This design comes from an exercise in tuning for small area, a short achievable clock period and few clock cycles per item on the open sky130 flow, not from production work.
RTL that was checked went through simulation tests only; none was proved equivalent to the original.

==> v8: inputs <==
// circ
module circ(clk,rst,buttonRight,buttonCenter,buttonLeft,inputMultiplier,inputMultiplicand,segments,anode_active,doneFlag);
clock: 14.0 ns
lec_check: 0
abc_area: 1
cap_margin: 20
core_margin: 2
core_utilization: 78
slew_margin: 20
standard.sh (not shown) runs the stock make flow with config.mk's settings and CLKGATE_MAP_FILE= SYNTH_SCRIPT=/design/flow/synth_recipe.tcl, a recipe that flattens the netlist after the stock synthesis.
==> flow/flow/run.sh <==
#!/bin/bash
# Standard layout with three changes: stronger port buffers, full adders left
# to ABC instead of fixed adder cells, and an ABC mapping script with a real
# delay target (the ORFS area script has none).
set -euo pipefail
cp -r "$FLOW_HOME/scripts" scripts_abc
cat > scripts_abc/abc_area.script <<'EOS'
strash
dc2
dch
map -D 4000
topo
stime -c
buffer -c
upsize -c -D 4000
dnsize -c -D 4000
EOS
export SCRIPTS_DIR="$PWD/scripts_abc"
export ADDER_MAP_FILE=
export BUFFER_PORTS_ARGS="-buffer_cell sky130_fd_sc_hd__buf_2"
bash standard.sh > standard_flow.log 2>&1
==> inputs of v31, as changes to v8 <==
--- a/flow/design.v
+++ b/flow/design.v
@@ -133,20 +133,34 @@
     wire cg4_11 = cg2_11 | (cp2_11 & cg3_7);
     wire cp4_11 = cp2_11 & cp3_7;
     wire cg4_12 = cg3_12 | (cp3_12 & cg3_7);
     wire cp4_12 = cp3_12 & cp3_7;
     assign ab = {cg4_12, cp0[12] ^ cg4_11, cp0[11] ^ cg4_10, cp0[10] ^ cg4_9, cp0[9] ^ cg4_8, cp0[8] ^ cg3_7, cp0[7] ^ cg3_6, cp0[6] ^ cg3_5, cp0[5] ^ cg3_4, cp0[4] ^ cg2_3, cp0[3] ^ cg2_2, cp0[2] ^ cg1_1, cp0[1] ^ cg0[0], cp0[0]};
     wire [14:0] mag = {1'b0, ab} | (fa ? {fb, beta, 7'd0} : 15'd0) | (fb ? {fa, alpha, 7'd0} : 15'd0);
-    reg [14:0] product;
+    wire dd1_0 = (mag[11] & ~mag[13]) | (~mag[11] & mag[12] & mag[13]);
+    wire dd1_1 = (mag[11] & mag[12]) | (mag[12] & ~mag[13]);
+    wire dd1_2 = (~mag[11] & ~mag[12] & mag[13]);
+    wire dd1_3 = (mag[11] & mag[13]) | (mag[12] & mag[13]);
+    wire dd2_0 = (mag[10] & ~dd1_1 & ~dd1_2) | (~mag[10] & dd1_2) | (~mag[10] & dd1_0 & dd1_1);
+    wire dd2_1 = (dd1_0 & ~dd1_1) | (~mag[10] & dd1_2) | (mag[10] & dd1_0);
+    wire dd2_2 = (mag[10] & dd1_2) | (~mag[10] & ~dd1_0 & dd1_1);
+    wire dd2_3 = (dd1_2) | (mag[10] & dd1_1) | (dd1_0 & dd1_1);
+    wire dd3_0 = (mag[9] & ~dd2_1 & ~dd2_2) | (~mag[9] & dd2_2) | (~mag[9] & dd2_0 & dd2_1);
+    wire dd3_1 = (dd2_0 & ~dd2_1) | (~mag[9] & dd2_2) | (mag[9] & dd2_0);
+    wire dd3_2 = (mag[9] & dd2_2) | (~mag[9] & ~dd2_0 & dd2_1);
+    wire dd3_3 = (dd2_2) | (mag[9] & dd2_1) | (dd2_0 & dd2_1);
+    wire [6:0] mid_d = {dd1_3, dd2_3, dd3_3, dd3_2, dd3_1, dd3_0, mag[8]};
+    wire [15:0] held = {mag[14], mid_d, mag[7:0]};
+    reg [15:0] product;
     reg negative;
     reg done;
     reg [1:0] phase;
     reg [1:0] view;
     always @(posedge clk) begin
         if (buttonCenter) begin
-            product <= mag;
+            product <= held;
             negative <= minus;
         end
     end
     always @(posedge clk) done <= ~rst & (done | buttonCenter);
     assign doneFlag = done;
     always @(posedge clk) phase <= rst ? 2'd0 : phase + 2'd1;
@@ -157,32 +171,20 @@
             2'd0: if (buttonLeft) view <= 2'd1;
             2'd1: if (buttonLeft) view <= 2'd2; else if (buttonRight) view <= 2'd0;
             2'd2: if (buttonRight) view <= 2'd1;
             default: view <= view;
         endcase
     end
-    wire dd1_0 = (product[11] & ~product[13]) | (~product[11] & product[12] & product[13]);
-    wire dd1_1 = (product[11] & product[12]) | (product[12] & ~product[13]);
-    wire dd1_2 = (~product[11] & ~product[12] & product[13]);
-    wire dd1_3 = (product[11] & product[13]) | (product[12] & product[13]);
-    wire dd2_0 = (product[10] & ~dd1_1 & ~dd1_2) | (~product[10] & dd1_2) | (~product[10] & dd1_0 & dd1_1);
-    wire dd2_1 = (dd1_0 & ~dd1_1) | (~product[10] & dd1_2) | (product[10] & dd1_0);
-    wire dd2_2 = (product[10] & dd1_2) | (~product[10] & ~dd1_0 & dd1_1);
-    wire dd2_3 = (dd1_2) | (product[10] & dd1_1) | (dd1_0 & dd1_1);
-    wire dd3_0 = (product[9] & ~dd2_1 & ~dd2_2) | (~product[9] & dd2_2) | (~product[9] & dd2_0 & dd2_1);
-    wire dd3_1 = (dd2_0 & ~dd2_1) | (~product[9] & dd2_2) | (product[9] & dd2_0);
-    wire dd3_2 = (product[9] & dd2_2) | (~product[9] & ~dd2_0 & dd2_1);
-    wire dd3_3 = (dd2_2) | (product[9] & dd2_1) | (dd2_0 & dd2_1);
-    wire dd4_0 = (product[8] & ~dd3_1 & ~dd3_2) | (~product[8] & dd3_2) | (~product[8] & dd3_0 & dd3_1);
-    wire dd4_1 = (dd3_0 & ~dd3_1) | (~product[8] & dd3_2) | (product[8] & dd3_0);
-    wire dd4_2 = (product[8] & dd3_2) | (~product[8] & ~dd3_0 & dd3_1);
-    wire dd4_3 = (dd3_2) | (product[8] & dd3_1) | (dd3_0 & dd3_1);
-    wire dd5_0 = (dd3_3 & ~dd1_3) | (dd2_3 & dd1_3);
-    wire dd5_1 = (dd2_3 & ~dd1_3);
-    wire dd5_2 = (~dd3_3 & ~dd2_3 & dd1_3);
-    wire dd5_3 = (dd3_3 & dd1_3) | (dd2_3 & dd1_3);
+    wire dd4_0 = (product[8] & ~product[10] & ~product[11]) | (~product[8] & product[11]) | (~product[8] & product[9] & product[10]);
+    wire dd4_1 = (product[9] & ~product[10]) | (~product[8] & product[11]) | (product[8] & product[9]);
+    wire dd4_2 = (product[8] & product[11]) | (~product[8] & ~product[9] & product[10]);
+    wire dd4_3 = (product[11]) | (product[8] & product[10]) | (product[9] & product[10]);
+    wire dd5_0 = (product[12] & ~product[14]) | (product[13] & product[14]);
+    wire dd5_1 = (product[13] & ~product[14]);
+    wire dd5_2 = (~product[12] & ~product[13] & product[14]);
+    wire dd5_3 = (product[12] & product[14]) | (product[13] & product[14]);
     wire dd6_0 = (product[7] & ~dd4_1 & ~dd4_2) | (~product[7] & dd4_2) | (~product[7] & dd4_0 & dd4_1);
     wire dd6_1 = (dd4_0 & ~dd4_1) | (~product[7] & dd4_2) | (product[7] & dd4_0);
     wire dd6_2 = (product[7] & dd4_2) | (~product[7] & ~dd4_0 & dd4_1);
     wire dd6_3 = (dd4_2) | (product[7] & dd4_1) | (dd4_0 & dd4_1);
     wire dd7_0 = (dd4_3 & ~dd5_1 & ~dd5_2) | (~dd4_3 & dd5_2) | (~dd4_3 & dd5_0 & dd5_1);
     wire dd7_1 = (dd5_0 & ~dd5_1) | (~dd4_3 & dd5_2) | (dd4_3 & dd5_0);
@@ -258,13 +260,13 @@
     wire dd24_3 = (dd21_2) | (dd20_3 & dd21_1) | (dd21_0 & dd21_1);
     wire dd25_0 = (dd21_3 & ~dd15_3) | (dd12_3) | (~dd21_3 & dd18_3 & dd15_3);
     wire dd25_1 = (dd21_3 & dd18_3) | (dd12_3) | (dd18_3 & ~dd15_3);
     wire dd25_2 = (~dd21_3 & ~dd18_3 & dd15_3);
     wire dd25_3 = (dd21_3 & dd15_3) | (dd12_3) | (dd18_3 & dd15_3);
     wire [19:0] bcd14 = {1'b0, 1'b0, 1'b0, dd25_3, dd25_2, dd25_1, dd25_0, dd24_3, dd24_2, dd24_1, dd24_0, dd23_3, dd23_2, dd23_1, dd23_0, dd22_3, dd22_2, dd22_1, dd22_0, product[0]};
-    wire [19:0] bcd = bcd14 | (product[14] ? 20'h16384 : 20'h0);
+    wire [19:0] bcd = bcd14 | (product[15] ? 20'h16384 : 20'h0);
     wire [2:0] k = {1'b0, view} + {1'b0, phase};
     reg [3:0] digit;
     always @(*) begin
         case (k)
             3'd0: digit = bcd[3:0];
             3'd1: digit = bcd[7:4];
--- a/flow/flow/run.sh
+++ b/flow/flow/run.sh
@@ -4,12 +4,17 @@
 # delay target (the ORFS area script has none).
 set -euo pipefail
 cp -r "$FLOW_HOME/scripts" scripts_abc
 cat > scripts_abc/abc_area.script <<'EOS'
 strash
 dc2
+if -g
+strash
+dc2
+if -g
+strash
 dch
 map -D 4000
 topo
 stime -c
 buffer -c
 upsize -c -D 4000
- CORE_UTILIZATION: 78 -> 70
==> inputs of v27, as changes to v8 <==
--- a/flow/design.v
+++ b/flow/design.v
@@ -133,20 +133,42 @@
     wire cg4_11 = cg2_11 | (cp2_11 & cg3_7);
     wire cp4_11 = cp2_11 & cp3_7;
     wire cg4_12 = cg3_12 | (cp3_12 & cg3_7);
     wire cp4_12 = cp3_12 & cp3_7;
     assign ab = {cg4_12, cp0[12] ^ cg4_11, cp0[11] ^ cg4_10, cp0[10] ^ cg4_9, cp0[9] ^ cg4_8, cp0[8] ^ cg3_7, cp0[7] ^ cg3_6, cp0[6] ^ cg3_5, cp0[5] ^ cg3_4, cp0[4] ^ cg2_3, cp0[3] ^ cg2_2, cp0[2] ^ cg1_1, cp0[1] ^ cg0[0], cp0[0]};
     wire [14:0] mag = {1'b0, ab} | (fa ? {fb, beta, 7'd0} : 15'd0) | (fb ? {fa, alpha, 7'd0} : 15'd0);
-    reg [14:0] product;
+    wire dd1_0 = (mag[11] & ~mag[13]) | (~mag[11] & mag[12] & mag[13]);
+    wire dd1_1 = (mag[11] & mag[12]) | (mag[12] & ~mag[13]);
+    wire dd1_2 = (~mag[11] & ~mag[12] & mag[13]);
+    wire dd1_3 = (mag[11] & mag[13]) | (mag[12] & mag[13]);
+    wire dd2_0 = (mag[10] & ~dd1_1 & ~dd1_2) | (~mag[10] & dd1_2) | (~mag[10] & dd1_0 & dd1_1);
+    wire dd2_1 = (dd1_0 & ~dd1_1) | (~mag[10] & dd1_2) | (mag[10] & dd1_0);
+    wire dd2_2 = (mag[10] & dd1_2) | (~mag[10] & ~dd1_0 & dd1_1);
+    wire dd2_3 = (dd1_2) | (mag[10] & dd1_1) | (dd1_0 & dd1_1);
+    wire dd3_0 = (mag[9] & ~dd2_1 & ~dd2_2) | (~mag[9] & dd2_2) | (~mag[9] & dd2_0 & dd2_1);
+    wire dd3_1 = (dd2_0 & ~dd2_1) | (~mag[9] & dd2_2) | (mag[9] & dd2_0);
+    wire dd3_2 = (mag[9] & dd2_2) | (~mag[9] & ~dd2_0 & dd2_1);
+    wire dd3_3 = (dd2_2) | (mag[9] & dd2_1) | (dd2_0 & dd2_1);
+    wire dd4_0 = (mag[8] & ~dd3_1 & ~dd3_2) | (~mag[8] & dd3_2) | (~mag[8] & dd3_0 & dd3_1);
+    wire dd4_1 = (dd3_0 & ~dd3_1) | (~mag[8] & dd3_2) | (mag[8] & dd3_0);
+    wire dd4_2 = (mag[8] & dd3_2) | (~mag[8] & ~dd3_0 & dd3_1);
+    wire dd4_3 = (dd3_2) | (mag[8] & dd3_1) | (dd3_0 & dd3_1);
+    wire dd5_0 = (dd3_3 & ~dd1_3) | (dd2_3 & dd1_3);
+    wire dd5_1 = (dd2_3 & ~dd1_3);
+    wire dd5_2 = (~dd3_3 & ~dd2_3 & dd1_3);
+    wire dd5_3 = (dd3_3 & dd1_3) | (dd2_3 & dd1_3);
+    wire [8:0] mid_d = {dd5_3, dd5_2, dd5_1, dd5_0, dd4_3, dd4_2, dd4_1, dd4_0, mag[7]};
+    wire [16:0] held = {mag[14], mid_d, mag[6:0]};
+    reg [16:0] product;
     reg negative;
     reg done;
     reg [1:0] phase;
     reg [1:0] view;
     always @(posedge clk) begin
         if (buttonCenter) begin
-            product <= mag;
+            product <= held;
             negative <= minus;
         end
     end
     always @(posedge clk) done <= ~rst & (done | buttonCenter);
     assign doneFlag = done;
     always @(posedge clk) phase <= rst ? 2'd0 : phase + 2'd1;
@@ -157,40 +179,20 @@
             2'd0: if (buttonLeft) view <= 2'd1;
             2'd1: if (buttonLeft) view <= 2'd2; else if (buttonRight) view <= 2'd0;
             2'd2: if (buttonRight) view <= 2'd1;
             default: view <= view;
         endcase
     end
-    wire dd1_0 = (product[11] & ~product[13]) | (~product[11] & product[12] & product[13]);
-    wire dd1_1 = (product[11] & product[12]) | (product[12] & ~product[13]);
-    wire dd1_2 = (~product[11] & ~product[12] & product[13]);
-    wire dd1_3 = (product[11] & product[13]) | (product[12] & product[13]);
-    wire dd2_0 = (product[10] & ~dd1_1 & ~dd1_2) | (~product[10] & dd1_2) | (~product[10] & dd1_0 & dd1_1);
-    wire dd2_1 = (dd1_0 & ~dd1_1) | (~product[10] & dd1_2) | (product[10] & dd1_0);
-    wire dd2_2 = (product[10] & dd1_2) | (~product[10] & ~dd1_0 & dd1_1);
-    wire dd2_3 = (dd1_2) | (product[10] & dd1_1) | (dd1_0 & dd1_1);
-    wire dd3_0 = (product[9] & ~dd2_1 & ~dd2_2) | (~product[9] & dd2_2) | (~product[9] & dd2_0 & dd2_1);
-    wire dd3_1 = (dd2_0 & ~dd2_1) | (~product[9] & dd2_2) | (product[9] & dd2_0);
-    wire dd3_2 = (product[9] & dd2_2) | (~product[9] & ~dd2_0 & dd2_1);
-    wire dd3_3 = (dd2_2) | (product[9] & dd2_1) | (dd2_0 & dd2_1);
-    wire dd4_0 = (product[8] & ~dd3_1 & ~dd3_2) | (~product[8] & dd3_2) | (~product[8] & dd3_0 & dd3_1);
-    wire dd4_1 = (dd3_0 & ~dd3_1) | (~product[8] & dd3_2) | (product[8] & dd3_0);
-    wire dd4_2 = (product[8] & dd3_2) | (~product[8] & ~dd3_0 & dd3_1);
-    wire dd4_3 = (dd3_2) | (product[8] & dd3_1) | (dd3_0 & dd3_1);
-    wire dd5_0 = (dd3_3 & ~dd1_3) | (dd2_3 & dd1_3);
-    wire dd5_1 = (dd2_3 & ~dd1_3);
-    wire dd5_2 = (~dd3_3 & ~dd2_3 & dd1_3);
-    wire dd5_3 = (dd3_3 & dd1_3) | (dd2_3 & dd1_3);
-    wire dd6_0 = (product[7] & ~dd4_1 & ~dd4_2) | (~product[7] & dd4_2) | (~product[7] & dd4_0 & dd4_1);
-    wire dd6_1 = (dd4_0 & ~dd4_1) | (~product[7] & dd4_2) | (product[7] & dd4_0);
-    wire dd6_2 = (product[7] & dd4_2) | (~product[7] & ~dd4_0 & dd4_1);
-    wire dd6_3 = (dd4_2) | (product[7] & dd4_1) | (dd4_0 & dd4_1);
-    wire dd7_0 = (dd4_3 & ~dd5_1 & ~dd5_2) | (~dd4_3 & dd5_2) | (~dd4_3 & dd5_0 & dd5_1);
-    wire dd7_1 = (dd5_0 & ~dd5_1) | (~dd4_3 & dd5_2) | (dd4_3 & dd5_0);
-    wire dd7_2 = (dd4_3 & dd5_2) | (~dd4_3 & ~dd5_0 & dd5_1);
-    wire dd7_3 = (dd5_2) | (dd4_3 & dd5_1) | (dd5_0 & dd5_1);
+    wire dd6_0 = (product[7] & ~product[9] & ~product[10]) | (~product[7] & product[10]) | (~product[7] & product[8] & product[9]);
+    wire dd6_1 = (product[8] & ~product[9]) | (~product[7] & product[10]) | (product[7] & product[8]);
+    wire dd6_2 = (product[7] & product[10]) | (~product[7] & ~product[8] & product[9]);
+    wire dd6_3 = (product[10]) | (product[7] & product[9]) | (product[8] & product[9]);
+    wire dd7_0 = (product[11] & ~product[13] & ~product[14]) | (~product[11] & product[14]) | (~product[11] & product[12] & product[13]);
+    wire dd7_1 = (product[12] & ~product[13]) | (~product[11] & product[14]) | (product[11] & product[12]);
+    wire dd7_2 = (product[11] & product[14]) | (~product[11] & ~product[12] & product[13]);
+    wire dd7_3 = (product[14]) | (product[11] & product[13]) | (product[12] & product[13]);
     wire dd8_0 = (product[6] & ~dd6_1 & ~dd6_2) | (~product[6] & dd6_2) | (~product[6] & dd6_0 & dd6_1);
     wire dd8_1 = (dd6_0 & ~dd6_1) | (~product[6] & dd6_2) | (product[6] & dd6_0);
     wire dd8_2 = (product[6] & dd6_2) | (~product[6] & ~dd6_0 & dd6_1);
     wire dd8_3 = (dd6_2) | (product[6] & dd6_1) | (dd6_0 & dd6_1);
     wire dd9_0 = (dd6_3 & ~dd7_1 & ~dd7_2) | (~dd6_3 & dd7_2) | (~dd6_3 & dd7_0 & dd7_1);
     wire dd9_1 = (dd7_0 & ~dd7_1) | (~dd6_3 & dd7_2) | (dd6_3 & dd7_0);
@@ -201,16 +203,16 @@
     wire dd10_2 = (product[5] & dd8_2) | (~product[5] & ~dd8_0 & dd8_1);
     wire dd10_3 = (dd8_2) | (product[5] & dd8_1) | (dd8_0 & dd8_1);
     wire dd11_0 = (dd8_3 & ~dd9_1 & ~dd9_2) | (~dd8_3 & dd9_2) | (~dd8_3 & dd9_0 & dd9_1);
     wire dd11_1 = (dd9_0 & ~dd9_1) | (~dd8_3 & dd9_2) | (dd8_3 & dd9_0);
     wire dd11_2 = (dd8_3 & dd9_2) | (~dd8_3 & ~dd9_0 & dd9_1);
     wire dd11_3 = (dd9_2) | (dd8_3 & dd9_1) | (dd9_0 & dd9_1);
-    wire dd12_0 = (dd9_3 & ~dd5_3);
+    wire dd12_0 = (dd9_3 & ~product[15]);
     wire dd12_1 = (dd7_3);
-    wire dd12_2 = (~dd9_3 & dd5_3);
-    wire dd12_3 = (dd9_3 & dd5_3);
+    wire dd12_2 = (~dd9_3 & product[15]);
+    wire dd12_3 = (dd9_3 & product[15]);
     wire dd13_0 = (product[4] & ~dd10_1 & ~dd10_2) | (~product[4] & dd10_2) | (~product[4] & dd10_0 & dd10_1);
     wire dd13_1 = (dd10_0 & ~dd10_1) | (~product[4] & dd10_2) | (product[4] & dd10_0);
     wire dd13_2 = (product[4] & dd10_2) | (~product[4] & ~dd10_0 & dd10_1);
     wire dd13_3 = (dd10_2) | (product[4] & dd10_1) | (dd10_0 & dd10_1);
     wire dd14_0 = (dd10_3 & ~dd11_1 & ~dd11_2) | (~dd10_3 & dd11_2) | (~dd10_3 & dd11_0 & dd11_1);
     wire dd14_1 = (dd11_0 & ~dd11_1) | (~dd10_3 & dd11_2) | (dd10_3 & dd11_0);
@@ -258,13 +260,13 @@
     wire dd24_3 = (dd21_2) | (dd20_3 & dd21_1) | (dd21_0 & dd21_1);
     wire dd25_0 = (dd21_3 & ~dd15_3) | (dd12_3) | (~dd21_3 & dd18_3 & dd15_3);
     wire dd25_1 = (dd21_3 & dd18_3) | (dd12_3) | (dd18_3 & ~dd15_3);
     wire dd25_2 = (~dd21_3 & ~dd18_3 & dd15_3);
     wire dd25_3 = (dd21_3 & dd15_3) | (dd12_3) | (dd18_3 & dd15_3);
     wire [19:0] bcd14 = {1'b0, 1'b0, 1'b0, dd25_3, dd25_2, dd25_1, dd25_0, dd24_3, dd24_2, dd24_1, dd24_0, dd23_3, dd23_2, dd23_1, dd23_0, dd22_3, dd22_2, dd22_1, dd22_0, product[0]};
-    wire [19:0] bcd = bcd14 | (product[14] ? 20'h16384 : 20'h0);
+    wire [19:0] bcd = bcd14 | (product[16] ? 20'h16384 : 20'h0);
     wire [2:0] k = {1'b0, view} + {1'b0, phase};
     reg [3:0] digit;
     always @(*) begin
         case (k)
             3'd0: digit = bcd[3:0];
             3'd1: digit = bcd[7:4];
==> flow/flow/run.sh (replaced) <==
#!/bin/bash
# Standard layout with three changes: stronger port buffers, full adders left
# to ABC instead of fixed adder cells, and an ABC mapping script with a real
# delay target (the ORFS area script has none); the post-CTS timing repair
# aims for extra setup slack.
set -euo pipefail
cp -r "$FLOW_HOME/scripts" scripts_abc
cat > scripts_abc/abc_area.script <<'EOS'
strash
dc2
dch
map -D 4000
topo
stime -c
buffer -c
upsize -c -D 4000
dnsize -c -D 4000
EOS
export SCRIPTS_DIR="$PWD/scripts_abc"
export ADDER_MAP_FILE=
export BUFFER_PORTS_ARGS="-buffer_cell sky130_fd_sc_hd__buf_2"
# timing repair after clock-tree synthesis aims for 6.4 ns of extra setup slack
SETUP_SLACK_MARGIN=6.4 bash standard.sh cts > standard_flow_to_cts.log 2>&1
bash standard.sh > standard_flow.log 2>&1
- CORE_UTILIZATION: 78 -> 70
==> summary.txt <==
v31 finished clean. v27 finished with timing, DRC and antenna clean. v8 finished clean. In v8 the first-iteration DRC count is smaller than in v27, by 18%. In v31 the maximum frequency is higher than in v8, by about 1.2%. Count of clock-buffer cells in the layout is the same in v27 and v8. Worst hold slack, lowest first: v8, v31, v27. In non-clock buffer count, v31 and v27 do not differ. Sequential share of layout area, lowest first: v8, v31, v27.
==> figures <==
|  | v27 | v8 | v31 |
|---|---|---|---|
| Endpoint of the lowest-slack register-to-register path | view[0] | view[0] | phase[1] |
| Via count of the first global-routing pass | 4713 | 4499 | 4563 |
| Met2 wire length | 5802 um | 5156 um | 5441 um |
| Routability congestion estimate from global placement | 0.9397 | 0.9194 | 1.083 |
| GR Layer Usage met2 | 0.6276 | 0.6350 | 0.6407 |
| # Taps | 75 | 72 | 75 |
| Layout multi-input combinational cell count | 618 | 596 | 613 |
| Worst path buffer plus inverter count | 9 | 6 | 8 |
| Outcome | no timing/DRC/antenna violations | no timing/DRC/antenna violations | no timing/DRC/antenna violations |
| Clock Pin Slew Worst Setup and Hold Paths | 80 ps | 70 ps | 80 ps |
| Post-place instance area | 4633 um^2 | 4596 um^2 | 4502 um^2 |
| Final Cycle Share | 0.5522 | 0.5781 | 0.5711 |
| Detail Placement HPWL | 8967 um | 8593 um | 9272 um |
| Final core utilization | 0.7828 | 0.8535 | 0.7742 |
| Minimum hold slack | 500.3 ps | 470.7 ps | 478.4 ps |
Testbench counts of v8, summed over its fixed seeds: cycles 8,000, items 8,000.
Testbench counts of v31, summed over its fixed seeds: cycles 8,000, items 8,000.
The RTL of v27 was laid out without a check of its function.

[re-timing with driven ports]
No port has a modelled driver above. Below, the same layouts with a new extraction and two added sets of constraints. Step 1 sets driving cells, clkbuf_16 on the clock port and buf_2 on the other inputs (assumed; they add their load-dependent delay and slew). Step 2 also shifts input and output timing later by t, the mid clock arrival at the registers, as if the neighbouring blocks saw the same clock. Three values: ideal ports, drivers, drivers and shift; two values: the first two.
| run | t, ns | slack for setup (ns) | hold slack, ns | worst setup path after step 2 | latest minus earliest clock arrival (ns) |
|---|---|---|---|---|---|
| v8 | 0.285 | 5.906 / 5.877 / 6.162 | 0.471 / 0.471 / 0.471 | register to output | 0.003 / 0.002 |
| v31 | 0.290 | 6.004 / 5.976 / 6.267 | 0.478 / 0.478 / 0.478 | register to output | 0.002 / 0.003 |
| v27 | 0.290 | 6.269 / 6.243 / 6.154 | 0.500 / 0.500 / 0.500 | input to register | 0.005 / 0.004 |
After both steps setup and hold are still met in every run listed. For v27, which loses most, drivers alone change the setup slack by -0.026 ns; drivers and shift together by -0.115 ns.
